What follows belongs to an exercise in optimizing a design on an open flow for small area, a short achievable clock period and few clock cycles per item; a production flow would make more cautious choices.
At most, simulation tests tie the RTL to the original design; equivalence was not proved.
No functional check of the RTL was part of runs 5 and 6.
Power figures rest on the tool's default switching activity, not on a simulated workload.

<file path="flow/config.mk">
export PLATFORM = sky130hd
export DESIGN_NAME = minisys_ex
export DESIGN_NICKNAME = minisys_ex
export VERILOG_FILES = /design/flow/design.v
export SDC_FILE = /design/flow/constraint.sdc
export NUM_CORES = 4
export LEC_CHECK = 0
export CAP_MARGIN = 40
export CORE_MARGIN = 2
export CORE_UTILIZATION = 60
export SETUP_SLACK_MARGIN = 5
export SLEW_MARGIN = 45
export TNS_END_PERCENT = 100
</file>
<file path="flow/run.sh">
#!/bin/bash
# synth_recipe.tcl (not shown) runs the flow's synth.tcl, then flattens the netlist and writes it again
# the make line also repeats each setting of config.mk as NAME=value (left out here)
make -C /OpenROAD-flow-scripts/flow DESIGN_CONFIG=/design/flow/config.mk WORK_HOME=/design/flow/orfs CLKGATE_MAP_FILE= SYNTH_SCRIPT=/design/flow/synth_recipe.tcl finish
</file>
<file path="flow/constraint.sdc">
create_clock -name core_clock -period 14.0 [get_ports {clock}]
set_input_delay 2.8000 -clock core_clock [delete_from_list [all_inputs] [get_ports {clock}]]
set_output_delay 2.8000 -clock core_clock [all_outputs]
set_load 0.01 [all_outputs]
</file>
<file path="flow/design.v">
module skadd #(parameter N = 32) (
  input [N-1:0] a,
  input [N-1:0] b,
  input ci,
  output [N-1:0] s,
  output co
);
  localparam M = N + 1;
  localparam LV = (M <= 2) ? 1 : (M <= 4) ? 2 : (M <= 8) ? 3 : (M <= 16) ? 4 : (M <= 32) ? 5 : (M <= 64) ? 6 : 7;
  wire [M-1:0] g [0:LV];
  wire [M-1:0] p [0:LV];
  assign g[0] = {a & b, ci};
  assign p[0] = {a ^ b, 1'b0};
  genvar l, i;
  generate
    for (l = 0; l < LV; l = l + 1) begin : lv
      for (i = 0; i < M; i = i + 1) begin : bt
        if ((i >> l) & 1) begin : nd
          localparam integer J = ((i >> l) << l) - 1;
          assign g[l+1][i] = g[l][i] | (p[l][i] & g[l][J]);
          assign p[l+1][i] = p[l][i] & p[l][J];
        end else begin : ps
          assign g[l+1][i] = g[l][i];
          assign p[l+1][i] = p[l][i];
        end
      end
    end
  endgenerate
  assign s = p[0][N:1] ^ g[LV][N-1:0];
  assign co = g[LV][N];
endmodule
module inc32(
  input [31:0] x,
  input ci,
  output [31:0] y
);
  wire [8:0] bc;
  assign bc[0] = ci;
  genvar k;
  generate
    for (k = 0; k < 8; k = k + 1) begin : blk
      wire [3:0] xs = x[4*k+3:4*k];
      assign bc[k+1] = bc[k] & (&xs);
      assign y[4*k]   = xs[0] ^ bc[k];
      assign y[4*k+1] = xs[1] ^ (bc[k] & xs[0]);
      assign y[4*k+2] = xs[2] ^ (bc[k] & xs[0] & xs[1]);
      assign y[4*k+3] = xs[3] ^ (bc[k] & xs[0] & xs[1] & xs[2]);
    end
  endgenerate
endmodule
`timescale 1ns / 1ps
module minisys_ex(
  input clock,
  input reset,
  input [31:0] instr,
  input [31:0] opcplus4,
  input [31:0] rs_value,
  input [31:0] rt_value,
  input [1:0] fwd_a_sel,
  input [1:0] fwd_b_sel,
  input [31:0] mem_result,
  input [31:0] wb_data,
  output stall,
  output [31:0] alu_result,
  output zero,
  output overflow,
  output div_zero,
  output [4:0] waddr,
  output [31:0] rt_data
);
  wire [5:0] op = instr[31:26];
  wire [5:0] fn = instr[5:0];
  wire [4:0] rt = instr[20:16];
  wire op0   = (op == 6'h00);
  wire rfmt  = op0 | (op == 6'h10);
  wire ifmt  = (op[5:3] == 3'b001);
  wire lfmt  = (op[5:3] == 3'b100);
  wire sfmt  = (op[5:3] == 3'b101);
  wire br    = (op == 6'h04) | (op == 6'h05) |
               ((op == 6'h01) & ((rt == 5'd0) | (rt == 5'd1) | (rt == 5'd17))) |
               (((op == 6'h07) | (op == 6'h06)) & (rt == 5'd0));
  wire aluop1 = rfmt | ifmt;
  wire alusrc = ifmt | lfmt | sfmt;
  wire jal   = (op == 6'h03);
  wire jalr  = op0 & (fn == 6'h09);
  wire mfhi  = op0 & (fn == 6'h10);
  wire mflo  = op0 & (fn == 6'h12);
  wire mthi  = op0 & (fn == 6'h11);
  wire mtlo  = op0 & (fn == 6'h13);
  wire mfc0  = (op == 6'h10) & (fn[5:3] == 3'b000);
  wire sft   = op0 & (fn[5:3] == 3'b000);
  wire mdop  = op0 & (fn[5:2] == 4'b0110);
  wire isdiv = fn[1];
  wire mdsgn = ~fn[0];
  wire usehl = op0 & (fn[5:4] == 2'b01) & ~fn[2];
  wire zext  = (op == 6'h0c) | (op == 6'h0d) | (op == 6'h0e) | (op == 6'h0b);
  assign waddr = (rfmt & ~mfc0) ? instr[15:11] : instr[20:16];
  wire [2:0] exe_lo = ifmt ? op[2:0] : fn[2:0];
  wire [2:0] ctl = aluop1 ? exe_lo : (br ? 3'b010 : 3'b000);
  wire [31:0] a = (fwd_a_sel == 2'b00) ? rs_value : (fwd_a_sel == 2'b01) ? mem_result : wb_data;
  wire [31:0] bf = (fwd_b_sel == 2'b00) ? rt_value : (fwd_b_sel == 2'b01) ? mem_result : wb_data;
  wire [31:0] imm = {{16{instr[15] & ~zext}}, instr[15:0]};
  wire [31:0] b = alusrc ? imm : bf;
  assign rt_data = bf;
  wire sub = ctl[1];
  wire sgn = ~ctl[0];
  wire [32:0] xa = {sgn & a[31], a};
  wire [32:0] xb = {sgn & b[31], b} ^ {33{sub}};
  wire [32:0] sum;
  wire sum_co;
  skadd #(33) alu_add(.a(xa), .b(xb), .ci(sub), .s(sum), .co(sum_co));
  reg [31:0] lg;
  always @* begin
    case (ctl[1:0])
      2'b00: lg = a & b;
      2'b01: lg = a | b;
      2'b10: lg = a ^ b;
      default: lg = ~(a | b);
    endcase
  end
  wire [31:0] res = ctl[2] ? lg : sum[31:0];
  wire [31:0] hs = xa[31:0] ^ xb[31:0];
  wire [31:0] need = {xa[30:0] | xb[30:0], sub};
  wire zero_as = (hs == need);
  assign zero = ctl[2] ? (lg == 32'd0) : zero_as;
  assign overflow = (ctl == 3'b000) ? ((a[31] == b[31]) & (a[31] != sum[31])) :
                    (ctl == 3'b010) ? ((a[31] != b[31]) & (b[31] != sum[31])) : 1'b0;
  wire v11 = (fn[1:0] == 2'b01);                  
  wire [4:0] amt = v11 ? 5'd0 : (fn[2] ? a[4:0] : instr[10:6]);
  wire big = fn[2] & ~v11 & (|a[31:5]);
  wire left = ~fn[1];
  wire fill = fn[1] & fn[0] & bf[31];
  reg [31:0] brev, srev;
  integer i;
  always @* for (i = 0; i < 32; i = i + 1) brev[i] = bf[31 - i];
  wire [31:0] s0 = left ? brev : bf;
  wire [31:0] s1 = amt[0] ? {fill, s0[31:1]} : s0;
  wire [31:0] s2 = amt[1] ? {{2{fill}}, s1[31:2]} : s1;
  wire [31:0] s3 = amt[2] ? {{4{fill}}, s2[31:4]} : s2;
  wire [31:0] s4 = amt[3] ? {{8{fill}}, s3[31:8]} : s3;
  wire [31:0] s5 = amt[4] ? {{16{fill}}, s4[31:16]} : s4;
  always @* for (i = 0; i < 32; i = i + 1) srev[i] = s5[31 - i];
  reg [31:0] hi, lo, m;
  reg [4:0] cnt;
  reg dtop, dv, msg, sbr, fq, fr, div0, bprev, mfix;
  wire stepping = (cnt != 5'd0);
  wire fixing = fq | fr;
  wire busy = stepping | fixing;
  wire bz = (bf == 32'd0);
  wire sa = mdsgn & a[31];
  wire sb = mdsgn & bf[31];
  wire issue = mdop & ~busy & ~(isdiv & bz);
  wire fixc = ~stepping & fixing;
  assign stall = busy & usehl;
  assign div_zero = (mdop & isdiv) ? bz : div0;
  wire [31:0] nx = fixc ? (fq ? hi : lo) : a;
  wire ns = fixc | (mdop & isdiv & sa);
  wire [31:0] nu;
  inc32 neg_inc(.x(nx ^ {32{ns}}), .ci(ns), .y(nu));
  wire corr = mfix & (cnt == 5'd1);
  wire [3:0] mb = lo[3:0] & {4{~corr}};
  wire [33:0] mx = {{2{msg & m[31]}}, m};
  wire [2:0] bd0 = {mb[1], mb[0], bprev};
  wire [2:0] bd1 = {mb[3], mb[2], mb[1]};
  wire one0 = bd0[1] ^ bd0[0];
  wire two0 = (bd0 == 3'b100) | (bd0 == 3'b011);
  wire one1 = bd1[1] ^ bd1[0];
  wire two1 = (bd1 == 3'b100) | (bd1 == 3'b011);
  wire [33:0] pp0 = (({34{one0}} & mx) | ({34{two0}} & {mx[32:0], 1'b0})) ^ {34{bd0[2]}};
  wire [33:0] pp1 = (({34{one1}} & mx) | ({34{two1}} & {mx[32:0], 1'b0})) ^ {34{bd1[2]}};
  wire [35:0] x0 = {{4{hi[31]}}, hi};
  wire [35:0] x1 = {{2{pp0[33]}}, pp0};
  wire [35:0] x2 = {pp1, bd1[2], bd1[2]};
  wire [35:0] sv = x0 ^ x1 ^ x2;
  wire [35:0] cv = (x0 & x1) | (x0 & x2) | (x1 & x2);
  wire [35:0] macc;
  wire macc_co;
  skadd #(36) m_add(.a(sv), .b({cv[34:0], bd1[2]}), .ci(bd0[2]), .s(macc), .co(macc_co));
  wire [31:0] mhi = corr ? macc[31:0] : macc[35:4];
  wire [31:0] mlo = corr ? lo : {macc[3:0], lo[31:4]};
  wire [32:0] me = sbr ? {1'b1, m} : ~{1'b0, m};
  wire [32:0] w1 = {lo, dtop};
  wire [32:0] t1;
  wire c1;
  skadd #(33) d1(.a(w1), .b(me), .ci(~sbr), .s(t1), .co(c1));
  wire [31:0] r1 = c1 ? t1[31:0] : w1[31:0];
  wire [32:0] w2 = {r1, hi[31]};
  wire [32:0] t2;
  wire c2;
  skadd #(33) d2(.a(w2), .b(me), .ci(~sbr), .s(t2), .co(c2));
  wire [31:0] r2 = c2 ? t2[31:0] : w2[31:0];
  wire [32:0] w3 = {r2, hi[30]};
  wire [32:0] t3;
  wire c3;
  skadd #(33) d3(.a(w3), .b(me), .ci(~sbr), .s(t3), .co(c3));
  wire [31:0] r3 = c3 ? t3[31:0] : w3[31:0];
  always @(posedge clock) begin
    if (reset) begin
      hi <= 32'd0; lo <= 32'd0; cnt <= 5'd0; fq <= 1'b0; fr <= 1'b0; div0 <= 1'b0;
    end else begin
      if (mdop & isdiv) div0 <= bz;
      if (stepping) begin
        cnt <= cnt - 5'd1;
        if (dv) begin
          dtop <= hi[29];
          hi <= {hi[28:0], c1, c2, c3};
          lo <= r3;
        end else begin
          hi <= mhi;
          lo <= mlo;
          bprev <= mb[3] | (bprev & corr);
        end
      end else if (fixing) begin
        if (fq) begin hi <= nu; fq <= 1'b0; end
        else begin lo <= nu; fr <= 1'b0; end
      end else if (issue) begin
        m <= bf;
        dv <= isdiv;
        msg <= ~isdiv & mdsgn;
        sbr <= isdiv & sb;
        bprev <= 1'b0;
        mfix <= ~isdiv & ~mdsgn & a[31];
        if (isdiv) begin
          cnt <= 5'd11;
          dtop <= 1'b0;
          hi <= nu;
          lo <= 32'd0;
          fq <= sa ^ sb;
          fr <= sa;
        end else begin
          cnt <= (~mdsgn & a[31]) ? 5'd9 : 5'd8;
          hi <= 32'd0;
          lo <= nu;
        end
      end else if (mthi) begin
        hi <= nu;
      end else if (mtlo) begin
        lo <= nu;
      end
    end
  end
  wire slt = (ctl[2:1] == 2'b01) & aluop1 & ~(~ifmt & (fn[5:3] == 3'b100));
  wire s_hi = mfhi;
  wire s_lo = mflo;
  wire s_lui = ifmt & (op[2:0] == 3'b111);
  wire s_shl = sft & left & ~big;
  wire s_shr = sft & ~left & ~big;
  wire s_fill = sft & ~left & big & fill;
  wire s_slt = slt & ~sft & ~mflo;
  wire s_pc = jal | jalr;
  wire s_res = ~(s_hi | s_lo | s_lui | sft | s_slt | s_pc);
  assign alu_result = ({32{s_hi}} & hi) | ({32{s_lo}} & lo) | ({32{s_lui}} & {instr[15:0], 16'd0}) |
                      ({32{s_shl}} & srev) | ({32{s_shr}} & s5) | {32{s_fill}} |
                      {31'd0, s_slt & sum[32]} | ({32{s_pc}} & opcplus4) | ({32{s_res}} & res);
endmodule
</file>
==> results of run 1 <==
[routing by layer]
layer | GRT overflow | global-route usage (%)
met4 | 14 | 68.05
met2 | 5 | 87.84
met3 | 0 | 59.49
met1 | 0 | 71.76
met5 | 0 | 29.70
[per-stage QoR]
step / setup WS [ns] / hold slack, ns / power (mW) / area, µm² / std cells
2_1_floorplan: 3.879 / 0.4417 / 5.222 / 26440 / 3366
3_3_place_gp: 1.938 / 0.4700 / 6.723 / 29500 / 4076
3_5_place_dp: 1.897 / 0.4966 / 6.951 / 29680 / 4079
4_1_cts: 3.858 / 0.5087 / 7.666 / 32710 / 4234
[power by group through the flow]
stage / Sequential (mW) / Clock (mW) / Combinational, mW
global placement: 0.583 / 0 / 6.14
CTS: 0.583 / 0.275 / 6.81
detailed placement: 0.589 / 0 / 6.36
floorplan: 0.497 / 0 / 4.72
[cell families after synthesis]
kind of cell | Yosys count | synth area share (%)
AO/OA/AOI/OAI | 1012 | 26.04
XOR/XNOR | 339 | 11.33
adder cells (fa/ha/maj) | 342 | 17.97
buffers and inverters | 401 | 6.032
flip-flops | 110 | 9.858
multiplexers | 315 | 13.89
AND/OR/NAND/NOR | 847 | 14.88
[cells in the mapped netlist, types with 57 or more instances]
cell      instances  area [µm²]
a211oi_1         57       427.9
a21o_1           69       518.0
a21oi_1         218        1091
a22oi_1          86       645.6
clkbuf_1        159       596.8
dfxtp_1          72        1441
fa_1             57        1141
ha_1            285        3566
inv_1           183       686.9
mux2_2           88       991.0
mux2i_1         187        1872
nand2_1         284        1066
nor2_1          251       942.2
nor3_1           65       325.3
o21ai_0         226        1131
xnor2_1         225        1971
xor2_1          114       998.5
[timing repair]
action | in CTS
pin swaps | 107
setup buffers | 132
endpoints found under the setup margin | 67
gates resized for setup | 559
gates cloned | 7
[how the worst max path moves through the flow]
stage          slack [ns]  cells after the start             end  startpoint
3_5_place_dp         1.90                     23  alu_result[31]   instr[31]
3_3_place_gp         1.94                     23  alu_result[31]   instr[31]
4_1_cts              3.86                     23        overflow   instr[28]
2_1_floorplan        3.88                     22        overflow   instr[28]
==> run_results.csv, run 1 <==
group,metric,value,unit
placed_design,place_congestion,1.144,
logic_synthesis,async_reset_ff_share,0,%
floorplan,chipHeight,213.0,µm
outcome,haltStage,"5_1_grt",
logic_synthesis,synth-seq-cells,110,
logic_synthesis,ys.flop_type,"dfxtp_1",
placed_design,io_buffers,265,
logic_synthesis,yosys_warnings,3,
logic_synthesis,synth_cell_types,84,
logic_synthesis,synth_edf_count,38,
logic_synthesis,seq_area_frac_synth,9.858,%
global_routing,grt_usage,71.97,%
clocking,htreeDepth,3,
floorplan,start_util,60.81,%
placed_design,hpwl,99.31,mm
clocking,cts.sinks,110,
logic_synthesis,synth.avg_cell_area,7.783,µm²
logic_synthesis,syn_nets,3906,
floorplan,die_width,213.0,µm
clocking,cts_buffers,9,
outcome,outcome,"aborted with a tool error",
global_routing,grt.overflow.total,19,
clocking,cts_buffer_depth,2,
floorplan,ioPinCount,271,
global_routing,grt_max_degree,68,
logic_synthesis,syn_area,0.02620,mm²
clocking,hold_buffers,0,
clocking,clock-root-buffer,"clkbuf_16",
floorplan,rows,76,
logic_synthesis,synthCells,3366,
outcome,stop_error,"[ERROR GRT-0232] Routing congestion too high. Check the congestion heatmap in the GUI.",
Testbench counts, summed over its fixed seeds: cycles 20,197, instructions 12,000.
==> run 2, diff against run 1 <==
--- a/flow/config.mk
+++ b/flow/config.mk
@@ -7,7 +7,7 @@
 export LEC_CHECK = 0
 export CAP_MARGIN = 40
 export CORE_MARGIN = 2
-export CORE_UTILIZATION = 60
+export CORE_UTILIZATION = 48
 export SETUP_SLACK_MARGIN = 5
 export SLEW_MARGIN = 45
 export TNS_END_PERCENT = 100
==> run 2 against run 1 <==
The layout now fails its checks (max-capacitance violations, max-slew violations); synthesized cell count unchanged; synthesized area stayed put.
==> run_results.csv, run 2 <==
group,metric,value,unit
global_routing,grt_max_degree,68,
power,power.switching,5.294,mW
global_routing,grt_usage,47.56,%
logic_synthesis,ys.flop_type,"dfxtp_1",
power,p_seq_share,6.7,%
routing,num_vias,31797,
floorplan,die_width,237.6,µm
placed_design,hpwl,106.6,mm
worst_setup_path,cp_num_buf_inv,10,
logic_synthesis,synth_edf_count,38,
cells_and_area,fin_area,0.03523,mm²
clocking,htreeDepth,3,
worst_setup_path,crit_path_start_kind,"primary input",
timing,holdWs,0.5086,ns
cells_and_area,final_common_cell,"nand2_1",
logic_synthesis,synthCells,3366,
cells_and_area,final_nets,4291,
timing,rsz0062_at_grt,"true",
min_path,hp-class,"reg2reg",
power,clkPwrFrac,3.0,%
routing,drtIter0Drc,4783,
worst_setup_path,slowest_stage,"o211ai_1",
worst_setup_path,path_class,"in2out",
logic_synthesis,synth.avg_cell_area,7.783,µm²
worst_setup_path,critPathCaptureType,"output pin",
cells_and_area,area_growth,34.47,%
clocking,cts_buffer_depth,2,
timing,slew_headroom,-4.728,%
logic_synthesis,syn_nets,3906,
floorplan,chipHeight,237.6,µm
routing,ant_nets,0,
routing,firstDrtPassIters,8,
clocking,clock_latency,0.39,ns
worst_setup_path,ff2ff_path_depth,41,
clocking,cts.sinks,110,
global_routing,grt_first_pass_wirelength,198.0,mm
placed_design,post-place-ws,1.600,ns
timing,slew_violations,4,
worst_setup_path,crit_path_max_fanout,6,
worst_setup_path,crit_arrival,7.73,ns
timing,period_share,75.24,%
power,ir_worst_vdd,206.3,µV
outcome,failed_checks,"max-capacitance violations, max-slew violations",
timing,setup-tns-final,0,ns
floorplan,start_util,48.58,%
cells_and_area,mostFrequentLayoutCells,"nand2_1, ha_1, buf_4",
power,p_leak,14.67,nW
power,power.density,265.8,mW/mm²
worst_setup_path,max_stage_delay,0.47,ns
logic_synthesis,yosys_warnings,3,
placed_design,place_congestion,1.095,
floorplan,rows,85,
outcome,outcome,"complete, but fails checks",
clocking,hold_buffers,0,
worst_setup_path,cp_num_cells,26,
cells_and_area,top_regs,"hi x32, lo x32, m x32",
routing,drc,0,
logic_synthesis,syn_area,0.02620,mm²
power,combinationalPowerShare,90.4,%
logic_synthesis,synth_most_common_cell,"ha_1",
clocking,cts_tree,"yes",
global_routing,grt.overflow.total,0,
cells_and_area,drive_gt1_share,25.61,%
timing,hold_violations,0,
floorplan,ioPinCount,271,
logic_synthesis,synth_cell_types,84,
clocking,clock-root-buffer,"clkbuf_16",
power,switching_share,56.53,%
logic_synthesis,synth_area_leader_cell,"ha_1",
logic_synthesis,async_reset_ff_share,0,%
worst_setup_path,cpMostUsedCell,"buf_6",
logic_synthesis,synth-seq-cells,110,
worst_setup_path,crit_required,11.20,ns
routing,drt_wl_total,148.0,mm
timing,setup_viol,0,
clocking,cts_buffers,9,
flow_run,drv_cap,1,
timing,worst_pin_slew,1.560,ns
placed_design,io_buffers,265,
timing,fin_crit,10.53,ns
routing,wl_per_cell,33.22,µm
timing,final.setup.worst_slack,3.466,ns
logic_synthesis,yosys-top-cells-area,"ha_1, xnor2_1, mux2i_1",
placed_design,placed_area,0.02997,mm²
global_routing,antenna_found_initial,8,
floorplan,die_area,0.05646,mm²
logic_synthesis,seq_area_frac_synth,9.858,%
min_path,hold_depth,2,
clocking,clk_pin_slew,0.08,ns
logic_synthesis,yosys.area.top_type_share,13.61,%
worst_setup_path,path_delay_family,"compound AO/OA/AOI/OAI gates",
routing,vias_per_cell,7.137,
logic_synthesis,synth_top_cells_by_count,"ha_1, nand2_1, nor2_1",
cells_and_area,utilization,65.33,%
floorplan,coreArea,0.05392,mm²
power,p_int,4.070,mW
global_routing,grt_pass1_vias,29186,
timing,clock.fmax,94.93,MHz
timing,clock_skew,0.01504,ns
run 2: cell counts after synthesis:
Identical to the previous run, type by type.
run 2: final cells by class:
cell class                 instances  area, µm²
sequential                       110       2584
clock buffer                       9      225.2
clock inverter                     7      91.34
tap                              696      870.8
timing repair buffer             583       5608
antenna                            3      7.507
inverter                         188      748.2
fill                            4348      18690
multi-input combinational       2859      25090
run 2: kinds of logic after synthesis:
| logic type | synth area share (%) |
|---|---|
| AND/OR/NAND/NOR | 14.88 |
| flip-flops | 9.858 |
| XOR/XNOR | 11.33 |
| buffers and inverters | 6.032 |
| multiplexers | 13.89 |
| AO/OA/AOI/OAI | 26.04 |
| adder cells (fa/ha/maj) | 17.97 |
run 2: power groups by stage:
stage | logic, mW | registers (mW) | clock network (mW)
after CTS | 6.90 | 0.592 | 0.275
after detailed placement | 6.43 | 0.598 | 0
after global routing | 8.85 | 0.616 | 0.285
after global placement | 6.22 | 0.596 | 0
final | 8.46 | 0.623 | 0.277
after floorplan | 4.72 | 0.497 | 0
run 2: per-layer routing:
layer,vias to the layer above,part of all wire (%),global-route usage [%]
li1,13171,-,-
met1,14919,34,55.24
met2,2743,41,72.92
met3,956,13,12.50
met4,8,12,40.88
met5,-,0.036,0
run 2: worst paths after layout:
path	to	slack, ns	from
max reg2reg	lo[7]	4.20	sbr
max	alu_result[29]	3.47	instr[29]
min reg2reg	cnt[4]	0.51	cnt[4]
min	cnt[4]	0.51	cnt[4]
run 2: worst register-to-register path, delay by kind of cell, from the launching register on:
family / cells / cell delay (ns)
AO/OA/AOI/OAI: 15 / 3.00
XOR/XNOR: 1 / 1.19
buffers and inverters: 11 / 1.72
AND/OR/NAND/NOR: 9 / 1.57
multiplexers: 2 / 0.59
flip-flops: 1 / 0.45
adder cells (fa/ha/maj): 3 / 1.16
run 2: through the flow:
step | cells | power, mW
finish | 4455 | 9.364
global route | 4452 | 9.755
CTS | 4318 | 7.763
detailed placement | 4205 | 7.029
global placement | 4200 | 6.814
floorplan | 3366 | 5.222
run 2: what timing repair did:
action                                  in CTS  in global routing
cloned                                       8                  6
pin swaps                                   87                182
endpoints found under the setup margin      67                 67
buffers inserted                            89                126
gates resized for setup                    436                388
endpoints found under the hold margin        0                  0
==> run 3, diff against run 2 <==
--- a/flow/config.mk
+++ b/flow/config.mk
@@ -7,7 +7,6 @@
 export LEC_CHECK = 0
 export CAP_MARGIN = 40
 export CORE_MARGIN = 2
-export CORE_UTILIZATION = 48
-export SETUP_SLACK_MARGIN = 5
+export CORE_UTILIZATION = 40
+export SETUP_SLACK_MARGIN = 4
 export SLEW_MARGIN = 45
-export TNS_END_PERCENT = 100
==> run 3 against run 2 <==
Now clean on timing, DRC and antenna; register-to-register slack better by 0.27 ns; via count is 11% lower; routed wire length is 15% lower; clock skew hardly changed; critical path depth is 4 lower; synthesized area stayed put; non-clock buffer count is 151 lower; fmax is 3.1% higher; count of clock-buffer cells in the layout is 1 higher; utilization is 15 points lower; die area is 20% higher; flip-flop and latch count stayed put; critical path type unchanged.
==> run_results.csv, run 3 <==
group,metric,value,unit
logic_synthesis,synth_mux_area_share,13.89,%
worst_setup_path,path_delay_family,"compound AO/OA/AOI/OAI gates",
logic_synthesis,synth.avg_cell_area,7.783,µm²
worst_setup_path,cpMostUsedCell,"a21o_1",
worst_setup_path,crit_path_max_fanout,6,
timing,setup-tns-final,0,ns
cells_and_area,final_cells,4461,
clocking,cts.sinks,110,
logic_synthesis,synthSimpleGateAreaFrac,14.88,%
logic_synthesis,synth_top_family_by_area,"compound AO/OA/AOI/OAI gates",
floorplan,chipHeight,259.9,µm
cells_and_area,final_nets,4137,
placed_design,dp.cells,4356,
floorplan,die_area,0.06755,mm²
clocking,cts_buffers,9,
cells_and_area,fin_area,0.03219,mm²
worst_setup_path,path_class,"in2out",
cells_and_area,drive_gt1_share,15.05,%
logic_synthesis,syn_nets,3906,
logic_synthesis,synthXorXnorAreaFrac,11.33,%
worst_setup_path,cp_num_cells,22,
logic_synthesis,synthAdderAreaFrac,17.97,%
routing,num_vias,28400,
power,finalPower,7.476,mW
global_routing,grt_pass1_vias,26769,
power,p_leak,13.46,nW
clocking,cts_buffer_depth,2,
cells_and_area,multi_input_area,0.02329,mm²
routing,drtIter0Drc,3514,
clocking,clock-root-buffer,"clkbuf_16",
logic_synthesis,yosys_warnings,3,
outcome,outcome,"no timing/DRC/antenna violations",
logic_synthesis,async_reset_ff_share,0,%
global_routing,grt.overflow.total,0,
placed_design,place_congestion,1.095,
timing,clock_skew,0.01520,ns
logic_synthesis,yosys.area.top_type_share,13.61,%
power,power.switching,4.217,mW
timing,rsz0062_at_grt,"true",
routing,vias_per_cell,6.366,
floorplan,die_width,259.9,µm
cells_and_area,mostFrequentLayoutCells,"ha_1, nand2_1, nor2_1",
timing,clock.fmax,97.83,MHz
worst_setup_path,crit_required,11.20,ns
logic_synthesis,synth_edf_count,38,
logic_synthesis,synth_cell_types,84,
logic_synthesis,ys.flop_type,"dfxtp_1",
cells_and_area,top_regs,"hi x32, lo x32, m x32",
logic_synthesis,synth_area_leader_cell,"ha_1",
clocking,clk_pin_slew,0.07,ns
global_routing,grt_first_pass_wirelength,180.7,mm
cells_and_area,area_growth,22.86,%
power,p_int,3.259,mW
logic_synthesis,syn_area,0.02620,mm²
clocking,cts_tree,"yes",
worst_setup_path,crit_chain,"dlygate4sd2_1 -> nand2_1 -> o21a_2 -> nor2_4 -> a21oi_4 -> xor2_2 -> ha_1 -> a21o_1 -> a21o_1 -> a21o_1 -> a21o_1 -> a21oi_2 -> o211ai_1 -> buf_4 -> o2111ai_4 -> a21o_1 -> o21ai_2 -> a21o_1 -> a21oi_2 -> fa_2 -> a2111oi_4 -> buf_2",
floorplan,start_util,40.56,%
global_routing,antenna_found_initial,7,
power,p_seq_share,7.9,%
routing,wl_per_cell,28.06,µm
logic_synthesis,synth_most_common_cell,"ha_1",
clocking,htreeDepth,3,
timing,slew_violations,0,
logic_synthesis,synth-seq-cells,110,
worst_setup_path,crit_path_start_kind,"primary input",
worst_setup_path,max_stage_delay,0.52,ns
clocking,hold_buffers,0,
logic_synthesis,yosys-top-cells-area,"ha_1, xnor2_1, mux2i_1",
routing,drt_wl_total,125.2,mm
floorplan,coreArea,0.06458,mm²
logic_synthesis,synthCells,3366,
placed_design,hpwl,99.81,mm
floorplan,ioPinCount,271,
flow_run,drv_cap,0,
routing,firstDrtPassIters,9,
worst_setup_path,ff2ff_path_depth,36,
global_routing,grt_max_degree,68,
timing,fin_crit,10.22,ns
timing,setup_viol,0,
cells_and_area,fillers,6353,
timing,hold_violations,0,
timing,worst_pin_slew,0.7490,ns
power,power.density,232.3,mW/mm²
worst_setup_path,critPathCaptureType,"output pin",
timing,slew_headroom,48.64,%
placed_design,io_buffers,265,
logic_synthesis,synth_compound_area_share,26.04,%
routing,drc,0,
worst_setup_path,cp_num_buf_inv,3,
logic_synthesis,synth_top_cells_by_count,"ha_1, nand2_1, nor2_1",
power,clkPwrFrac,3.6,%
worst_setup_path,slowest_stage,"dlygate4sd2_1",
timing,period_share,73.01,%
logic_synthesis,seq_area_frac_synth,9.858,%
worst_setup_path,crit_arrival,7.42,ns
min_path,hp-class,"reg2reg",
placed_design,placed_area,0.02994,mm²
min_path,hold_depth,2,
floorplan,rows,93,
power,combinationalPowerShare,88.5,%
clocking,clock_latency,0.40,ns
power,switching_share,56.41,%
power,ir_worst_vdd,131.9,µV
routing,ant_nets,0,
global_routing,grt_usage,36.15,%
cells_and_area,seqCellArea,0.002584,mm²
cells_and_area,final_common_cell,"ha_1",
## run 3: layout make-up
type / instances / area share (%)
Sequential cell: 110 / 8.028
Clock buffer: 10 / 0.7114
Inverter: 188 / 2.290
Clock inverter: 6 / 0.1633
Antenna cell: 4 / 0.03110
Multi-Input combinational cell: 2856 / 72.38
Timing Repair Buffer: 432 / 13.08
Tap cell: 855 / 3.324
## run 3: logic make-up (layout without fill, tap and decap cells)
family / count (synthesis) / count (layout)
AOI/OAI and AO/OA: 1012 / 1013
xor gates and xnor gates: 339 / 339
adders and majority gates: 342 / 342
buffers and inverters: 401 / 636
DFF: 110 / 110
muxes: 315 / 315
other: 0 / 4
and+or+nand+nor: 847 / 847
## run 3: final timing paths
path,from,slack (ns),endpoint
worst max register to register,sbr,4.47,lo[24]
worst min-delay path,cnt[4],0.49,cnt[4]
worst min register to register,cnt[4],0.49,cnt[4]
worst max-delay path,wb_data[4],3.78,overflow
## run 3: routing by layer
| layer | global-route usage [%] | up-vias | share of wire, % |
|---|---|---|---|
| met5 | 0 | - | 0.022 |
| met3 | 8.275 | 449 | 9.7 |
| met2 | 56.86 | 1730 | 44 |
| met4 | 27.60 | 4 | 9.1 |
| met1 | 42.72 | 13353 | 37 |
| li1 | - | 12864 | - |
## run 3: worst reg2reg max path: cells and delay by family, from the launching register on
| kind | cells | cell delay, ns |
|---|---|---|
| AO/OA/AOI/OAI | 17 | 4.50 |
| AND/OR/NAND/NOR | 9 | 1.61 |
| adder cells (fa/ha/maj) | 3 | 1.09 |
| buffers and inverters | 4 | 0.82 |
| multiplexers | 2 | 0.76 |
| flip-flops | 1 | 0.43 |
| XOR/XNOR | 1 | 0.20 |
## run 3: metrics by stage
step                      utilization (%)  hold WS, ns  worst slack, ns
after CTS                           48.54       0.4875            3.830
after floorplan                         -       0.4417            3.878
after global placement              46.17       0.4788            2.105
final                               49.84       0.4897            3.778
after detailed placement            46.36       0.4751            2.100
after global routing                49.83       0.5365            3.665
## run 3: repair_timing
action	CTS	global route
pin swaps	28	40
buffers inserted	46	35
resized for setup	224	126
gates cloned	3	0
setup endpoints to repair	67	64
## run 3: power by group through the flow
stage	sequential, mW	combinational [mW]	clock (mW)
after floorplan	0.497	4.71	0
after global placement	0.592	6.28	0
after detailed placement	0.592	6.30	0
after CTS	0.585	6.44	0.272
after global routing	0.598	7.22	0.281
final	0.592	6.62	0.267
==> run 4, diff against run 3 <==
==> flow/flow/run.sh (new file) <==
#!/bin/bash
set -euo pipefail
export BUFFER_PORTS_ARGS="-buffer_cell sky130_fd_sc_hd__buf_2"
bash standard.sh finish > standard_make.log 2>&1
==> flow/standard.sh (new file) <==
#!/bin/bash
# synth_recipe.tcl (not shown) runs the flow's synth.tcl, then flattens the netlist and writes it again
# the make line also repeats each setting of config.mk as NAME=value (left out here)
make -C /OpenROAD-flow-scripts/flow DESIGN_CONFIG=/design/flow/config.mk WORK_HOME=/design/flow/orfs CLKGATE_MAP_FILE= SYNTH_SCRIPT=/design/flow/synth_recipe.tcl "${@:-finish}"
removed: flow/run.sh
==> run 4 against run 3 <==
Routed wire length is essentially flat; critical path depth is 3 lower; synthesized area did not move; combinational power shrank 0.8%; worst setup slack lost 0.047 ns; clock skew about the same; first-iteration DRC count is 1.1% higher; largest cell class unchanged; cell area decreased by 6.3%; non-clock buffer count shrank 21; critical path type unchanged; register-to-register slack about the same; flip-flop and latch count unchanged; count of clock-buffer cells in the layout up 1.
==> run_results.csv, run 4 <==
group,metric,value,unit
outcome,outcome,"no timing/DRC/antenna violations",
worst_setup_path,crit_path_start_kind,"primary input",
cells_and_area,fillers,6557,
worst_setup_path,critPathCaptureType,"output pin",
clocking,cts_buffer_depth,2,
routing,ant_nets,0,
logic_synthesis,synth.avg_cell_area,7.783,µm²
worst_setup_path,cpMostUsedCell,"a21o_1",
routing,drtIter0Drc,3551,
floorplan,coreArea,0.06458,mm²
logic_synthesis,synthCells,3366,
logic_synthesis,yosys.area.top_type_share,13.61,%
logic_synthesis,seq_area_frac_synth,9.858,%
power,power.switching,4.249,mW
routing,firstDrtPassIters,13,
cells_and_area,fin_area,0.03016,mm²
logic_synthesis,synth_cell_types,84,
global_routing,grt_first_pass_wirelength,180.5,mm
timing,clock.fmax,97.38,MHz
logic_synthesis,synth_top_cells_by_count,"ha_1, nand2_1, nor2_1",
power,switching_share,57.22,%
timing,rsz0062_at_grt,"true",
logic_synthesis,ys.flop_type,"dfxtp_1",
global_routing,grt_max_degree,65,
worst_setup_path,crit_chain,"buf_2 -> buf_4 -> inv_4 -> mux2i_4 -> inv_1 -> ha_1 -> a21o_1 -> a21o_1 -> a21oi_1 -> o21ai_1 -> a21oi_1 -> a21o_4 -> o21ai_4 -> a21o_1 -> a21oi_2 -> fa_2 -> nor2_2 -> a2111oi_4 -> buf_2",
floorplan,rows,93,
floorplan,start_util,40.56,%
routing,drc,0,
power,clkPwrFrac,3.6,%
routing,wl_per_cell,28.18,µm
timing,slew_violations,0,
routing,num_vias,28586,
clocking,cts_buffers,9,
placed_design,place_congestion,1.106,
timing,worst_pin_slew,0.8687,ns
timing,clock_skew,0.01495,ns
cells_and_area,utilization,46.70,%
cells_and_area,area_growth,15.14,%
power,ir_worst_vdd,135.4,µV
min_path,hp-class,"reg2reg",
logic_synthesis,async_reset_ff_share,0,%
worst_setup_path,crit_required,11.20,ns
power,p_leak,13.13,nW
logic_synthesis,synth_most_common_cell,"ha_1",
cells_and_area,mostFrequentLayoutCells,"ha_1, nand2_1, buf_2",
floorplan,die_area,0.06755,mm²
floorplan,ioPinCount,271,
timing,period_share,73.35,%
placed_design,placed_area,0.02857,mm²
floorplan,die_width,259.9,µm
clocking,clk_pin_slew,0.07,ns
power,p_seq_share,8.0,%
cells_and_area,seqCellArea,0.002584,mm²
global_routing,grt_usage,36.08,%
worst_setup_path,path_delay_family,"compound AO/OA/AOI/OAI gates",
clocking,htreeDepth,3,
placed_design,io_buffers,265,
worst_setup_path,slowest_stage,"fa_2",
logic_synthesis,syn_area,0.02620,mm²
floorplan,chipHeight,259.9,µm
worst_setup_path,crit_arrival,7.47,ns
cells_and_area,drive_gt1_share,19.72,%
global_routing,antenna_found_initial,11,
power,p_int,3.177,mW
cells_and_area,multi_input_area,0.02284,mm²
worst_setup_path,reg2reg_slack,4.47,ns
cells_and_area,final_nets,4116,
logic_synthesis,synth-seq-cells,110,
worst_setup_path,cp_num_buf_inv,5,
timing,hold_violations,0,
logic_synthesis,syn_nets,3906,
clocking,clock-root-buffer,"clkbuf_16",
flow_run,drv_cap,0,
worst_setup_path,path_class,"in2out",
timing,setup-tns-final,0,ns
clocking,cts_tree,"yes",
global_routing,grt_pass1_vias,26750,
cells_and_area,final_common_cell,"ha_1",
logic_synthesis,synth_edf_count,38,
placed_design,hpwl,100.4,mm
clocking,clock_latency,0.40,ns
timing,setup_viol,0,
power,combinationalPowerShare,88.5,%
logic_synthesis,yosys_warnings,3,
routing,vias_per_cell,6.432,
logic_synthesis,yosys-top-cells-area,"ha_1, xnor2_1, mux2i_1",
timing,fin_crit,10.27,ns
power,power.density,246.2,mW/mm²
clocking,hold_buffers,0,
global_routing,grt.overflow.total,0,
worst_setup_path,crit_path_max_fanout,37,
clocking,cts.sinks,110,
timing,slew_headroom,41.59,%
logic_synthesis,synth_area_leader_cell,"ha_1",
routing,drt_wl_total,125.2,mm
cells_and_area,top_regs,"hi x32, lo x32, m x32",
worst_setup_path,max_stage_delay,0.64,ns
power,finalPower,7.425,mW
-- run 4: cell count changes in the layout (fill, tap and decap cells not counted), moves of 7 or more --
cell and delta:
a21oi_1 +9, a21oi_2 -8, buf_2 +253, buf_4 -7, clkdlybuf4s50_1 -223, dlygate4sd2_1 -13, dlymetal6s2s_1 -14, mux2i_1 +8
nor2_1 +7, o21ai_2 -9, xor2_1 +7
-- run 4: area by class of cell --
| type | instances | share of cell area, % |
|---|---|---|
| Timing Repair Buffer | 411 | 8.786 |
| Tap cell | 855 | 3.547 |
| Antenna cell | 8 | 0.06637 |
| Multi-Input combinational cell | 2856 | 75.72 |
| Clock buffer | 11 | 0.7716 |
| Inverter | 188 | 2.410 |
| Clock inverter | 5 | 0.1369 |
| Sequential cell | 110 | 8.566 |
-- run 4: cell families after synthesis --
logic type | share of synthesized area, %
AO/OA/AOI/OAI | 26.04
XOR/XNOR | 11.33
adder cells (fa/ha/maj) | 17.97
buffers and inverters | 6.032
flip-flops | 9.858
multiplexers | 13.89
AND/OR/NAND/NOR | 14.88
-- run 4: repair_timing --
action | in CTS | in global routing
setup buffers | 41 | 22
cloned | 2 | 1
setup endpoints to repair | 59 | 52
pin swaps | 16 | 13
gates resized for setup | 114 | 60
-- run 4: path summary, 6_finish.rpt --
kind / to / cells after the start / start
hold / removal: cnt[4] / 2 / cnt[4]
hold reg to reg: cnt[4] / 2 / cnt[4]
setup / recovery: overflow / 19 / fwd_a_sel[1]
setup reg to reg: hi[0] / 38 / sbr
-- run 4: power groups by stage --
stage | Clock (mW) | Sequential (mW) | Combinational, mW
finish | 0.266 | 0.592 | 6.57
global route | 0.280 | 0.596 | 7.16
CTS | 0.271 | 0.583 | 6.35
detailed placement | 0 | 0.591 | 6.25
global placement | 0 | 0.590 | 6.21
floorplan | 0 | 0.497 | 4.71
-- run 4: routing by layer --
metal	GRT usage, %	vias to the layer above	share of wire, %
li1	-	12823	-
met1	42.66	13553	37
met2	56.15	1715	43
met3	7.778	487	9.9
met4	29.60	8	10
met5	0	-	0.042
-- run 4: worst reg2reg max path, delay by kind of cell, from the launching register on --
family | cells | cell delay (ns)
XOR/XNOR | 1 | 0.16
multiplexers | 2 | 0.75
adder cells (fa/ha/maj) | 3 | 1.13
flip-flops | 1 | 0.36
AND/OR/NAND/NOR | 7 | 1.36
AO/OA/AOI/OAI | 19 | 4.45
buffers and inverters | 6 | 1.16
-- run 4: metrics by stage --
stage	std cells	hold slack [ns]	worst slack [ns]
2_1_floorplan	3366	0.4417	3.878
3_3_place_gp	4352	0.4814	2.265
3_5_place_dp	4354	0.4842	2.729
4_1_cts	4413	0.4975	3.882
5_1_grt	4441	0.5255	3.612
6_report	4444	0.4890	3.731
==> run 5, diff against run 4 <==
--- a/flow/design.v
+++ b/flow/design.v
@@ -140,6 +140,28 @@
   wire [31:0] s4 = amt[3] ? {{8{fill}}, s3[31:8]} : s3;
   wire [31:0] s5 = amt[4] ? {{16{fill}}, s4[31:16]} : s4;
   always @* for (i = 0; i < 32; i = i + 1) srev[i] = s5[31 - i];
+  function [36:0] skf;
+    input [35:0] x;
+    input [35:0] y;
+    input ci;
+    reg [36:0] g, p, gn, pn;
+    integer l, k, j;
+    begin
+      g = {x & y, ci};
+      p = {x ^ y, 1'b0};
+      for (l = 0; l < 6; l = l + 1) begin
+        gn = g; pn = p;
+        for (k = 0; k < 37; k = k + 1)
+          if ((k >> l) & 1) begin
+            j = ((k >> l) << l) - 1;
+            gn[k] = g[k] | (p[k] & g[j]);
+            pn[k] = p[k] & p[j];
+          end
+        g = gn; p = pn;
+      end
+      skf = {g[36], (x ^ y) ^ g[35:0]};
+    end
+  endfunction
   reg [31:0] hi, lo, m;
   reg [4:0] cnt;
   reg dtop, dv, msg, sbr, fq, fr, div0, bprev, mfix;
@@ -173,26 +195,25 @@
   wire [35:0] x2 = {pp1, bd1[2], bd1[2]};
   wire [35:0] sv = x0 ^ x1 ^ x2;
   wire [35:0] cv = (x0 & x1) | (x0 & x2) | (x1 & x2);
-  wire [35:0] macc;
-  wire macc_co;
-  skadd #(36) m_add(.a(sv), .b({cv[34:0], bd1[2]}), .ci(bd0[2]), .s(macc), .co(macc_co));
+  wire [36:0] maccf = skf(sv, {cv[34:0], bd1[2]}, bd0[2]);
+  wire [35:0] macc = maccf[35:0];
   wire [31:0] mhi = corr ? macc[31:0] : macc[35:4];
   wire [31:0] mlo = corr ? lo : {macc[3:0], lo[31:4]};
   wire [32:0] me = sbr ? {1'b1, m} : ~{1'b0, m};
   wire [32:0] w1 = {lo, dtop};
-  wire [32:0] t1;
-  wire c1;
-  skadd #(33) d1(.a(w1), .b(me), .ci(~sbr), .s(t1), .co(c1));
+  wire [36:0] f1 = skf({3'b000, w1}, {3'b000, me}, ~sbr);
+  wire [32:0] t1 = f1[32:0];
+  wire c1 = f1[33];
   wire [31:0] r1 = c1 ? t1[31:0] : w1[31:0];
   wire [32:0] w2 = {r1, hi[31]};
-  wire [32:0] t2;
-  wire c2;
-  skadd #(33) d2(.a(w2), .b(me), .ci(~sbr), .s(t2), .co(c2));
+  wire [36:0] f2 = skf({3'b000, w2}, {3'b000, me}, ~sbr);
+  wire [32:0] t2 = f2[32:0];
+  wire c2 = f2[33];
   wire [31:0] r2 = c2 ? t2[31:0] : w2[31:0];
   wire [32:0] w3 = {r2, hi[30]};
-  wire [32:0] t3;
-  wire c3;
-  skadd #(33) d3(.a(w3), .b(me), .ci(~sbr), .s(t3), .co(c3));
+  wire [36:0] f3 = skf({3'b000, w3}, {3'b000, me}, ~sbr);
+  wire [32:0] t3 = f3[32:0];
+  wire c3 = f3[33];
   wire [31:0] r3 = c3 ? t3[31:0] : w3[31:0];
   always @(posedge clock) begin
     if (reset) begin
==> run 5 against run 4 <==
Worst setup slack worse by 0.33 ns; synthesized area is 0.94% lower; utilization is 0.67 points higher; register-to-register slack worse by 0.13 ns; largest cell class unchanged; combinational power is 6.2% lower; total power is 5.5% lower; global-route usage is 1.5 points higher; final cell count is 1.5% higher; critical endpoint is now alu_result[31]; non-clock buffer count is 31 higher; sequential share of layout area is 0.091 points lower; count of clock-buffer cells in the layout is 2 lower; critical path depth is 7 higher.
==> run_results.csv, run 5 <==
group,metric,value,unit
timing,hold_violations,0,
floorplan,ioPinCount,271,
worst_setup_path,path_class,"in2out",
cells_and_area,fin_area,0.03048,mm²
timing,slew_headroom,42.80,%
routing,ant_nets,0,
logic_synthesis,yosys_warnings,2,
floorplan,rows,93,
clocking,clock-root-buffer,"clkbuf_16",
min_path,hold_end,"hi[1]",
floorplan,start_util,40.33,%
logic_synthesis,syn_nets,3940,
logic_synthesis,synth_top_cells_by_count,"nor2_1, ha_1, nand2_1",
outcome,outcome,"no timing/DRC/antenna violations",
global_routing,antenna_found_initial,7,
power,p_leak,13.54,nW
logic_synthesis,syn_area,0.02595,mm²
worst_setup_path,crit_path_max_fanout,5,
global_routing,grt_use_met1,46.39,%
global_routing,grt.overflow.total,0,
worst_setup_path,crit_required,11.20,ns
timing,worst_pin_slew,0.8502,ns
timing,clock_skew,0.01152,ns
floorplan,chipHeight,258.7,µm
timing,slew_violations,0,
power,power.density,230.3,mW/mm²
timing,setup-tns-final,0,ns
min_path,hp-class,"reg2reg",
logic_synthesis,synth_area_leader_cell,"ha_1",
cells_and_area,mostFrequentLayoutCells,"nor2_1, ha_1, nand2_1",
timing,setup_viol,0,
min_path,hold_depth,2,
routing,firstDrtPassIters,8,
logic_synthesis,synth.avg_cell_area,7.633,µm²
routing,vias_per_cell,6.322,
logic_synthesis,seq_area_frac_synth,9.951,%
global_routing,grt_pass1_vias,27121,
floorplan,die_width,258.7,µm
routing,num_vias,28514,
placed_design,hpwl,100.9,mm
worst_setup_path,ff2ff_path_depth,37,
clocking,cts_buffer_depth,2,
timing,rsz0062_at_grt,"true",
worst_setup_path,rr_endpoint,"lo[28]",
timing,period_share,75.73,%
placed_design,placed_area,0.02865,mm²
logic_synthesis,synth-seq-cells,110,
clocking,htreeDepth,3,
worst_setup_path,crit_arrival,7.80,ns
power,finalPower,7.020,mW
global_routing,use_met2,58.79,%
routing,drc,0,
cells_and_area,drive_gt1_share,19.42,%
timing,fin_crit,10.60,ns
logic_synthesis,ys.flop_type,"dfxtp_1",
flow_run,drv_cap,0,
cells_and_area,top_regs,"hi x32, lo x32, m x32",
placed_design,io_buffers,265,
global_routing,grt_max_degree,79,
worst_setup_path,crit_path_start_kind,"primary input",
power,ir_worst_vdd,146.3,µV
cells_and_area,final_common_cell,"nor2_1",
logic_synthesis,synthCells,3400,
worst_setup_path,reg2reg_slack,4.34,ns
clocking,clk_pin_slew,0.09,ns
clocking,clock_latency,0.39,ns
worst_setup_path,r2r-start,"sbr",
floorplan,die_area,0.06693,mm²
global_routing,grt_usage,37.62,%
routing,drtIter0Drc,3313,
cells_and_area,fillers,6555,
timing,clock.fmax,94.32,MHz
routing,drt_wl_total,129.4,mm
logic_synthesis,synth_cell_types,96,
logic_synthesis,yosys.area.top_type_share,13.74,%
global_routing,grt-busiest-layer,"met2",
logic_synthesis,async_reset_ff_share,0,%
clocking,cts_buffers,9,
clocking,cts_tree,"yes",
min_path,min_from,"hi[1]",
logic_synthesis,synth_edf_count,38,
floorplan,coreArea,0.06435,mm²
logic_synthesis,yosys-top-cells-area,"ha_1, mux2i_1, xnor2_1",
clocking,cts.sinks,110,
routing,wl_per_cell,28.70,µm
global_routing,grt_first_pass_wirelength,185.4,mm
placed_design,place_congestion,1.059,
worst_setup_path,critPathCaptureType,"output pin",
cells_and_area,final_nets,4186,
logic_synthesis,synth_most_common_cell,"nor2_1",
worst_setup_path,cp-startpoint,"fwd_b_sel[0]",
global_routing,grt_use_met3,6.837,%
cells_and_area,area_growth,17.47,%
-- run 5: worst max path at each step --
stage | end | slack, ns | depth (start not counted)
floorplan | alu_result[0] | 4.01 | 23
finish | alu_result[31] | 3.40 | 26
detailed placement | alu_result[31] | 2.03 | 25
global route | alu_result[31] | 3.31 | 26
CTS | alu_result[31] | 3.43 | 26
global placement | alu_result[31] | 2.00 | 25
-- run 5: area by class of cell --
| class | instances | area [µm²] | share of cell area [%] |
|---|---|---|---|
| Multi-Input combinational cell | 2901 | 22780 | 74.72 |
| Timing Repair Buffer | 442 | 3047 | 9.994 |
| Sequential cell | 110 | 2584 | 8.476 |
| Tap cell | 855 | 1070 | 3.509 |
| Inverter | 182 | 690.7 | 2.266 |
| Clock buffer | 9 | 225.2 | 0.7388 |
| Clock inverter | 7 | 80.08 | 0.2627 |
| Antenna cell | 4 | 10.01 | 0.03284 |
-- run 5: through the flow --
stage / std cells / utilization (%) / hold slack, ns / setup slack (ns)
2_1_floorplan: 3400 / - / 0.5032 / 4.005
3_3_place_gp: 4422 / 44.40 / 0.5221 / 2.003
3_5_place_dp: 4424 / 44.52 / 0.5357 / 2.029
4_1_cts: 4489 / 46.72 / 0.5495 / 3.426
5_1_grt: 4508 / 47.37 / 0.5932 / 3.315
6_report: 4510 / 47.37 / 0.5508 / 3.397
-- run 5: logic make-up after synthesis --
kind of cell | count (synthesis) | synth area share, %
compound gates | 1018 | 25.79
xor+xnor | 346 | 11.68
fa+ha+maj | 342 | 18.14
buf+inv | 390 | 6.012
flops | 110 | 9.951
mux | 291 | 12.52
simple gates | 903 | 15.91
-- run 5: worst max-delay path: stages --
cell      delay, ns
buf_16         0.12
buf_12         0.13
mux2_4         0.29
mux2i_2        0.16
buf_6          0.17
nor2_4         0.04
a21oi_4        0.23
xnor2_4        0.11
ha_4           0.27
and2_4         0.13
nand2b_1       0.09
a21o_1         0.17
nor3b_4        0.20
nand3_2        0.15
a311o_1        0.44
o31ai_4        0.24
and2_4         0.22
a31o_4         0.19
a31oi_4        0.11
fa_2           0.58
nor2_2         0.06
a21oi_4        0.22
nor2_2         0.09
nor3_4         0.22
o221ai_2       0.18
buf_2          0.19
-- run 5: routing by layer --
metal	share of wire (%)	vias to the layer above
met3	10	418
met1	38	13553
met4	8.7	6
met5	0.027	-
met2	43	1663
li1	-	12874
-- run 5: timing repair --
action / in CTS / in global routing
pin swaps: 31 / 17
hold buffers: 0 / 0
gates resized for setup: 109 / 54
cloned: 8 / 1
buffers inserted: 41 / 16
endpoints found under the setup margin: 56 / 47
-- run 5: where the power goes --
group	total [mW]	internal, mW	switching, mW
registers	0.582	0.404	0.178
logic	6.16	2.49	3.66
clock network	0.279	0.129	0.150
total	7.02	3.03	3.99
==> run 6, diff against run 5 <==
--- a/flow/config.mk
+++ b/flow/config.mk
@@ -10,3 +10,4 @@
 export CORE_UTILIZATION = 40
 export SETUP_SLACK_MARGIN = 4
 export SLEW_MARGIN = 45
+export SYNTH_HIERARCHICAL = 1
==> run 6 against run 5 <==
Still clean on timing, DRC and antenna; flip-flop and latch count did not move; cell area is 1.5% lower; via count down 2.3%; clock skew is 0.0067 ns higher; first-iteration DRC count increased by 5.8%; synthesized cell count decreased by 3.4%; critical endpoint unchanged; largest cell class unchanged; largest power group unchanged.
==> run_results.csv, run 6 <==
group,metric,value,unit
worst_setup_path,critPathCaptureType,"output pin",
routing,num_vias,27860,
timing,rsz0062_at_grt,"true",
clocking,cts.sinks,110,
worst_setup_path,endpoint,"alu_result[31]",
global_routing,grt_first_pass_wirelength,181.6,mm
routing,drt_wl_total,127.3,mm
worst_setup_path,max_stage_delay,0.51,ns
min_path,hp-class,"reg2reg",
timing,fin_crit,10.13,ns
logic_synthesis,syn_area,0.02591,mm²
power,combinationalPowerShare,88.6,%
clocking,htreeDepth,3,
worst_setup_path,cp_num_cells,23,
global_routing,grt_usage,36.81,%
routing,wl_per_cell,29.27,µm
routing,vias_per_cell,6.403,
global_routing,grt.overflow.total,0,
cells_and_area,area_growth,15.91,%
timing,clock.fmax,98.69,MHz
cells_and_area,multi_input_area,0.02282,mm²
global_routing,grt_max_degree,69,
placed_design,place_congestion,1.075,
worst_setup_path,r2r-start,"sbr",
clocking,cts_buffer_depth,2,
clocking,clock-root-buffer,"clkbuf_16",
cells_and_area,top_regs,"hi x32, lo x32, m x32",
power,power.density,265.5,mW/mm²
worst_setup_path,rr_endpoint,"lo[5]",
timing,period_share,72.38,%
global_routing,grt_use_met3,7.962,%
logic_synthesis,synthCells,3284,
worst_setup_path,crit_arrival,7.33,ns
worst_setup_path,cp-startpoint,"instr[30]",
worst_setup_path,cp_num_buf_inv,6,
power,clkPwrFrac,3.6,%
power,p_int,3.374,mW
routing,firstDrtPassIters,9,
cells_and_area,mostFrequentLayoutCells,"ha_1, buf_2, xnor2_1",
timing,clock_skew,0.01817,ns
timing,final.setup.worst_slack,3.867,ns
worst_setup_path,crit_path_start_kind,"primary input",
timing,slew_violations,0,
timing,setup-tns-final,0,ns
worst_setup_path,crit_chain,"buf_2 -> nor2_4 -> nand2_4 -> mux2i_4 -> a21oi_2 -> a31oi_4 -> buf_8 -> buf_12 -> buf_12 -> buf_8 -> xor2_2 -> ha_1 -> o211ai_1 -> a21o_4 -> a21o_1 -> a31oi_4 -> o21ai_4 -> o221ai_4 -> fa_2 -> mux2i_4 -> o2111ai_2 -> a221o_1 -> buf_2",
timing,setup_viol,0,
clocking,cts_buffers,9,
floorplan,coreArea,0.06423,mm²
worst_setup_path,reg2reg_slack,4.45,ns
floorplan,die_width,258.5,µm
global_routing,grt_pass1_vias,26328,
outcome,outcome,"no timing/DRC/antenna violations",
global_routing,grt_use_met1,46.17,%
flow_run,drv_cap,0,
power,p_seq_share,7.8,%
cells_and_area,seqCellArea,0.002584,mm²
worst_setup_path,path_delay_family,"compound AO/OA/AOI/OAI gates",
worst_setup_path,ff2ff_path_depth,36,
clocking,clk_pin_slew,0.09,ns
floorplan,rows,93,
floorplan,chipHeight,258.5,µm
cells_and_area,fillers,6486,
worst_setup_path,crit_path_max_fanout,6,
timing,hold_violations,0,
clocking,clock_latency,0.39,ns
placed_design,hpwl,101.8,mm
routing,drc,0,
logic_synthesis,syn_nets,3825,
placed_design,post-place-ws,2.643,ns
floorplan,die_area,0.06683,mm²
floorplan,ioPinCount,271,
cells_and_area,final_common_cell,"ha_1",
power,power.switching,4.601,mW
placed_design,io_buffers,265,
cells_and_area,final_nets,4027,
power,finalPower,7.975,mW
global_routing,use_met2,56.69,%
power,ir_worst_vdd,208.9,µV
power,switching_share,57.69,%
global_routing,grt-busiest-layer,"met2",
routing,drtIter0Drc,3506,
global_routing,antenna_found_initial,8,
clocking,hold_buffers,0,
routing,ant_nets,0,
timing,slew_headroom,39.93,%
timing,worst_pin_slew,0.9011,ns
worst_setup_path,crit_required,11.20,ns
worst_setup_path,path_class,"in2out",
clocking,cts_tree,"yes",
power,p_leak,12.90,nW
logic_synthesis,yosys_warnings,8,
timing,holdWs,0.4959,ns
logic_synthesis,synth.avg_cell_area,7.890,µm²
cells_and_area,drive_gt1_share,21.54,%
floorplan,start_util,40.34,%
worst_setup_path,slowest_stage,"fa_2",
==> run 6: through the flow <==
stage	util (%)	instance area, µm²	instances
after floorplan	-	25950	3284
after global placement	43.75	28100	4274
after detailed placement	43.94	28220	4281
after CTS	45.83	29440	4329
after global routing	46.75	30030	4348
final	46.76	30040	4351
==> run 6: timing repair <==
item | CTS | global route
gates resized for setup | 137 | 89
endpoints found under the setup margin | 63 | 56
gates cloned | 1 | 0
setup buffers | 31 | 10
pin swaps | 23 | 25
endpoints found under the hold margin | 0 | 0
==> run 6: worst min-delay path by stage <==
| stage | cells past startpoint | start | slack [ns] | end |
|---|---|---|---|---|
| after floorplan | 2 | cnt[1] | 0.46 | cnt[1] |
| after global placement | 2 | cnt[1] | 0.47 | cnt[1] |
| after detailed placement | 2 | cnt[1] | 0.48 | cnt[1] |
| after CTS | 2 | cnt[1] | 0.49 | cnt[1] |
| after global routing | 2 | cnt[1] | 0.51 | cnt[1] |
| final | 2 | cnt[1] | 0.50 | cnt[1] |
==> run 6: area by class of cell <==
| cell class | count | share of cell area [%] |
|---|---|---|
| Antenna cell | 5 | 0.04166 |
| Tap cell | 855 | 3.562 |
| Clock buffer | 9 | 0.7498 |
| Multi-Input combinational cell | 2772 | 75.98 |
| Inverter | 199 | 2.579 |
| Clock inverter | 7 | 0.2916 |
| Sequential cell | 110 | 8.602 |
| Timing Repair Buffer | 394 | 8.190 |
==> run 6: metal layers <==
layer	wire (µm)	vias up
met1	49360	13264
met3	13350	363
met2	54310	1748
met4	10290	6
met5	33	-
li1	-	12479
==> run 6: worst reg2reg max path, delay by kind of cell (launching register included) <==
kind                     cells  cell delay, ns
adder cells (fa/ha/maj)      3            1.08
buffers and inverters        5            1.08
AO/OA/AOI/OAI               17            4.30
AND/OR/NAND/NOR              7            1.46
XOR/XNOR                     2            0.44
flip-flops                   1            0.42
multiplexers                 2            0.67
==> run 6: power by group through the flow <==
| stage | combinational, mW | sequential, mW | clock (mW) |
|---|---|---|---|
| after floorplan | 5.01 | 0.515 | 0 |
| after global placement | 6.64 | 0.619 | 0 |
| after detailed placement | 6.66 | 0.618 | 0 |
| after CTS | 6.81 | 0.610 | 0.285 |
| after global routing | 7.65 | 0.624 | 0.295 |
| final | 7.07 | 0.621 | 0.285 |
==> run 7, diff against run 6 <==
--- a/flow/design.v
+++ b/flow/design.v
@@ -3,6 +3,7 @@
   input [N-1:0] b,
   input ci,
   output [N-1:0] s,
+  output [N-1:0] cy,
   output co
 );
   localparam M = N + 1;
@@ -27,6 +28,7 @@
     end
   endgenerate
   assign s = p[0][N:1] ^ g[LV][N-1:0];
+  assign cy = g[LV][N-1:0];
   assign co = g[LV][N];
 endmodule
 module inc32(
@@ -107,8 +109,9 @@
   wire [32:0] xa = {sgn & a[31], a};
   wire [32:0] xb = {sgn & b[31], b} ^ {33{sub}};
   wire [32:0] sum;
+  wire [32:0] cy;
   wire sum_co;
-  skadd #(33) alu_add(.a(xa), .b(xb), .ci(sub), .s(sum), .co(sum_co));
+  skadd #(33) alu_add(.a(xa), .b(xb), .ci(sub), .s(sum), .cy(cy), .co(sum_co));
   reg [31:0] lg;
   always @* begin
     case (ctl[1:0])
@@ -123,8 +126,8 @@
   wire [31:0] need = {xa[30:0] | xb[30:0], sub};
   wire zero_as = (hs == need);
   assign zero = ctl[2] ? (lg == 32'd0) : zero_as;
-  assign overflow = (ctl == 3'b000) ? ((a[31] == b[31]) & (a[31] != sum[31])) :
-                    (ctl == 3'b010) ? ((a[31] != b[31]) & (b[31] != sum[31])) : 1'b0;
+  assign overflow = (ctl == 3'b000) ? ((a[31] == b[31]) & (a[31] != cy[31])) :
+                    (ctl == 3'b010) ? ((a[31] != b[31]) & (b[31] != cy[31])) : 1'b0;
   wire v11 = (fn[1:0] == 2'b01);                  
   wire [4:0] amt = v11 ? 5'd0 : (fn[2] ? a[4:0] : instr[10:6]);
   wire big = fn[2] & ~v11 & (|a[31:5]);
--- a/flow/config.mk
+++ b/flow/config.mk
@@ -8,6 +8,6 @@
 export CAP_MARGIN = 40
 export CORE_MARGIN = 2
 export CORE_UTILIZATION = 40
-export SETUP_SLACK_MARGIN = 4
+export SETUP_SLACK_MARGIN = 3
 export SLEW_MARGIN = 45
 export SYNTH_HIERARCHICAL = 1
==> run 7 against run 6 <==
Sequential share of layout area is 0.19 points higher; final cell count is 0.53% lower; largest cell class unchanged; still clean; register-to-register slack worse by 1.1 ns; worst setup slack worse by 0.79 ns; combinational power is 4.0% lower; sequential power hardly changed; synthesized cell count is 0.58% higher; global-route usage is 0.62 points lower; synthesized area is 0.96% higher; worst hold slack better by 0.0071 ns.
==> run_results.csv, run 7 <==
group,metric,value,unit
clocking,cts_buffers,9,
routing,drc,0,
global_routing,antenna_found_initial,8,
timing,clock_skew,0.01526,ns
timing,fin_crit,10.92,ns
logic_synthesis,syn_area,0.02616,mm²
clocking,clk_pin_slew,0.09,ns
routing,wl_per_cell,29.04,µm
clocking,cts.sinks,110,
timing,worst_pin_slew,0.9268,ns
floorplan,ioPinCount,271,
power,power.density,261.8,mW/mm²
cells_and_area,final_common_cell,"ha_1",
worst_setup_path,path_class,"in2out",
cells_and_area,utilization,45.48,%
floorplan,chipHeight,259.7,µm
timing,slew_headroom,37.43,%
floorplan,start_util,40.51,%
logic_synthesis,yosys_warnings,8,
routing,vias_per_cell,6.429,
timing,holdWs,0.5030,ns
logic_synthesis,syn_nets,3844,
routing,num_vias,27826,
floorplan,die_width,259.7,µm
power,clkPwrFrac,3.6,%
cells_and_area,final_nets,4007,
flow_run,drv_cap,0,
clocking,htreeDepth,3,
timing,period_share,78.00,%
worst_setup_path,crit_path_max_fanout,18,
cells_and_area,top_regs,"hi x32, lo x32, m x32",
timing,setup-tns-final,0,ns
power,power.switching,4.424,mW
timing,hold_violations,0,
floorplan,rows,93,
cells_and_area,area_growth,12.27,%
placed_design,placed_area,0.02859,mm²
clocking,clock_latency,0.38,ns
global_routing,grt_usage,36.18,%
clocking,cts_tree,"yes",
logic_synthesis,synthCells,3303,
cells_and_area,fin_area,0.02937,mm²
timing,setup_viol,0,
power,ir_worst_vdd,150.6,µV
placed_design,hpwl,102.0,mm
placed_design,place_congestion,1.068,
outcome,outcome,"no timing/DRC/antenna violations",
global_routing,grt_pass1_vias,26632,
clocking,clock-root-buffer,"clkbuf_16",
timing,slew_violations,0,
power,switching_share,57.54,%
power,p_int,3.264,mW
power,p_leak,12.60,nW
cells_and_area,drive_gt1_share,18.67,%
timing,clock.fmax,91.58,MHz
global_routing,grt_first_pass_wirelength,180.5,mm
worst_setup_path,crit_arrival,8.12,ns
worst_setup_path,critPathCaptureType,"output pin",
power,finalPower,7.688,mW
global_routing,grt_max_degree,66,
power,p_seq_share,8.1,%
floorplan,die_area,0.06746,mm²
min_path,hp-class,"reg2reg",
routing,ant_nets,0,
global_routing,grt.overflow.total,0,
floorplan,coreArea,0.06458,mm²
timing,rsz0062_at_grt,"true",
power,combinationalPowerShare,88.3,%
placed_design,io_buffers,265,
clocking,cts_buffer_depth,2,
routing,firstDrtPassIters,6,
routing,drtIter0Drc,3214,
routing,drt_wl_total,125.7,mm
logic_synthesis,synth.avg_cell_area,7.920,µm²
cells_and_area,mostFrequentLayoutCells,"ha_1, buf_2, nand2_1",
worst_setup_path,crit_path_start_kind,"primary input",
worst_setup_path,crit_required,11.20,ns
run 7: layout make-up:
type	count	area [µm²]
timing repair buffer	362	2161
fill	6686	35210
sequential	110	2584
clock inverter	6	67.56
tap	855	1070
inverter	208	802.0
clock buffer	10	250.2
antenna	2	5.005
multi-input combinational	2775	22430
run 7: what timing repair did:
item,4_1_cts,5_1_grt
gates cloned,0,2
hold buffers,0,0
gates resized for setup,27,42
setup buffers,0,10
setup endpoints to repair,42,36
pin swaps,3,12
run 7: per-layer routing:
| metal | global-route usage, % | vias to the layer above | part of all wire [%] |
|---|---|---|---|
| li1 | - | 12586 | - |
| met1 | 43.41 | 13329 | 38 |
| met2 | 58.04 | 1521 | 44 |
| met3 | 6.842 | 382 | 8.6 |
| met4 | 25.96 | 8 | 8.9 |
| met5 | 0 | - | 0.040 |
run 7: metrics by stage:
step / cells / setup WS [ns]
finish: 4328 / 3.080
CTS: 4314 / 3.010
detailed placement: 4298 / 2.151
global placement: 4296 / 2.140
floorplan: 3303 / 3.041
global route: 4327 / 2.968
run 7: power by group through the flow:
stage,sequential [mW],combinational [mW],clock (mW)
after global routing,0.619,7.39,0.290
after global placement,0.614,6.55,0
final,0.622,6.79,0.280
after floorplan,0.502,4.91,0
after detailed placement,0.616,6.59,0
after CTS,0.608,6.66,0.280
run 7: final timing paths:
| check | from | endpoint | slack [ns] | depth (start not counted) |
|---|---|---|---|---|
| worst max-delay path | fwd_a_sel[0] | alu_result[0] | 3.08 | 22 |
| worst min-delay path | cnt[4] | cnt[4] | 0.50 | 2 |
| worst max register to register | sbr | lo[10] | 3.37 | 33 |
| worst min register to register | cnt[4] | cnt[4] | 0.50 | 2 |
run 7: critical path, stage by stage:
cell and delay [ns]:
buf_2 0.33, buf_4 0.35, mux2_2 0.38, mux2i_2 0.45
inv_1 0.32, ha_1 0.44, nand2_1 0.14, nor2_1 0.09
a211oi_4 0.37, a2111oi_4 0.15, o31a_4 0.33, a221o_1 0.40
nand2_2 0.10, nand2b_4 0.07, fa_1 0.38, xor2_1 0.17
nand2_1 0.07, nor3_1 0.05, a21oi_1 0.17, nand3_1 0.09
a211o_1 0.26, buf_2 0.14
Testbench counts of run 7, summed over its fixed seeds: cycles 20,197, instructions 12,000.

[afterwards: timing with drivers on the ports]
The results above use ideal ports. As a check the final layouts listed here were re-extracted and re-timed, cells and wires unchanged. Step 1: set_driving_cell puts a clkbuf_16 on clock and a buf_2 on each other input, an assumption about the parent block. Step 2, shift: input delay + t, output delay - t, t = (earliest + latest rising clock arrival at the registers) / 2. This alone moves slack from input paths to output paths. Three values: no drivers, after step 1, after step 2; two values: the first two.
run	shift t [ns]	slack for setup (ns)	clock arrival spread, ns
run 2	0.432	3.466 / 3.419 / 3.419	0.015 / 0.015
run 3	0.451	3.778 / 3.734 / 3.734	0.015 / 0.016
run 4	0.448	3.731 / 3.707 / 3.707	0.015 / 0.015
run 5	0.440	3.397 / 3.296 / 3.296	0.011 / 0.011
run 6	0.429	3.867 / 3.842 / 3.842	0.018 / 0.018
run 7	0.423	3.080 / 3.054 / 3.054	0.015 / 0.016
The setup slack of run 5, which loses most, moves by -0.101 ns with the drivers and by -0.101 ns with both steps.
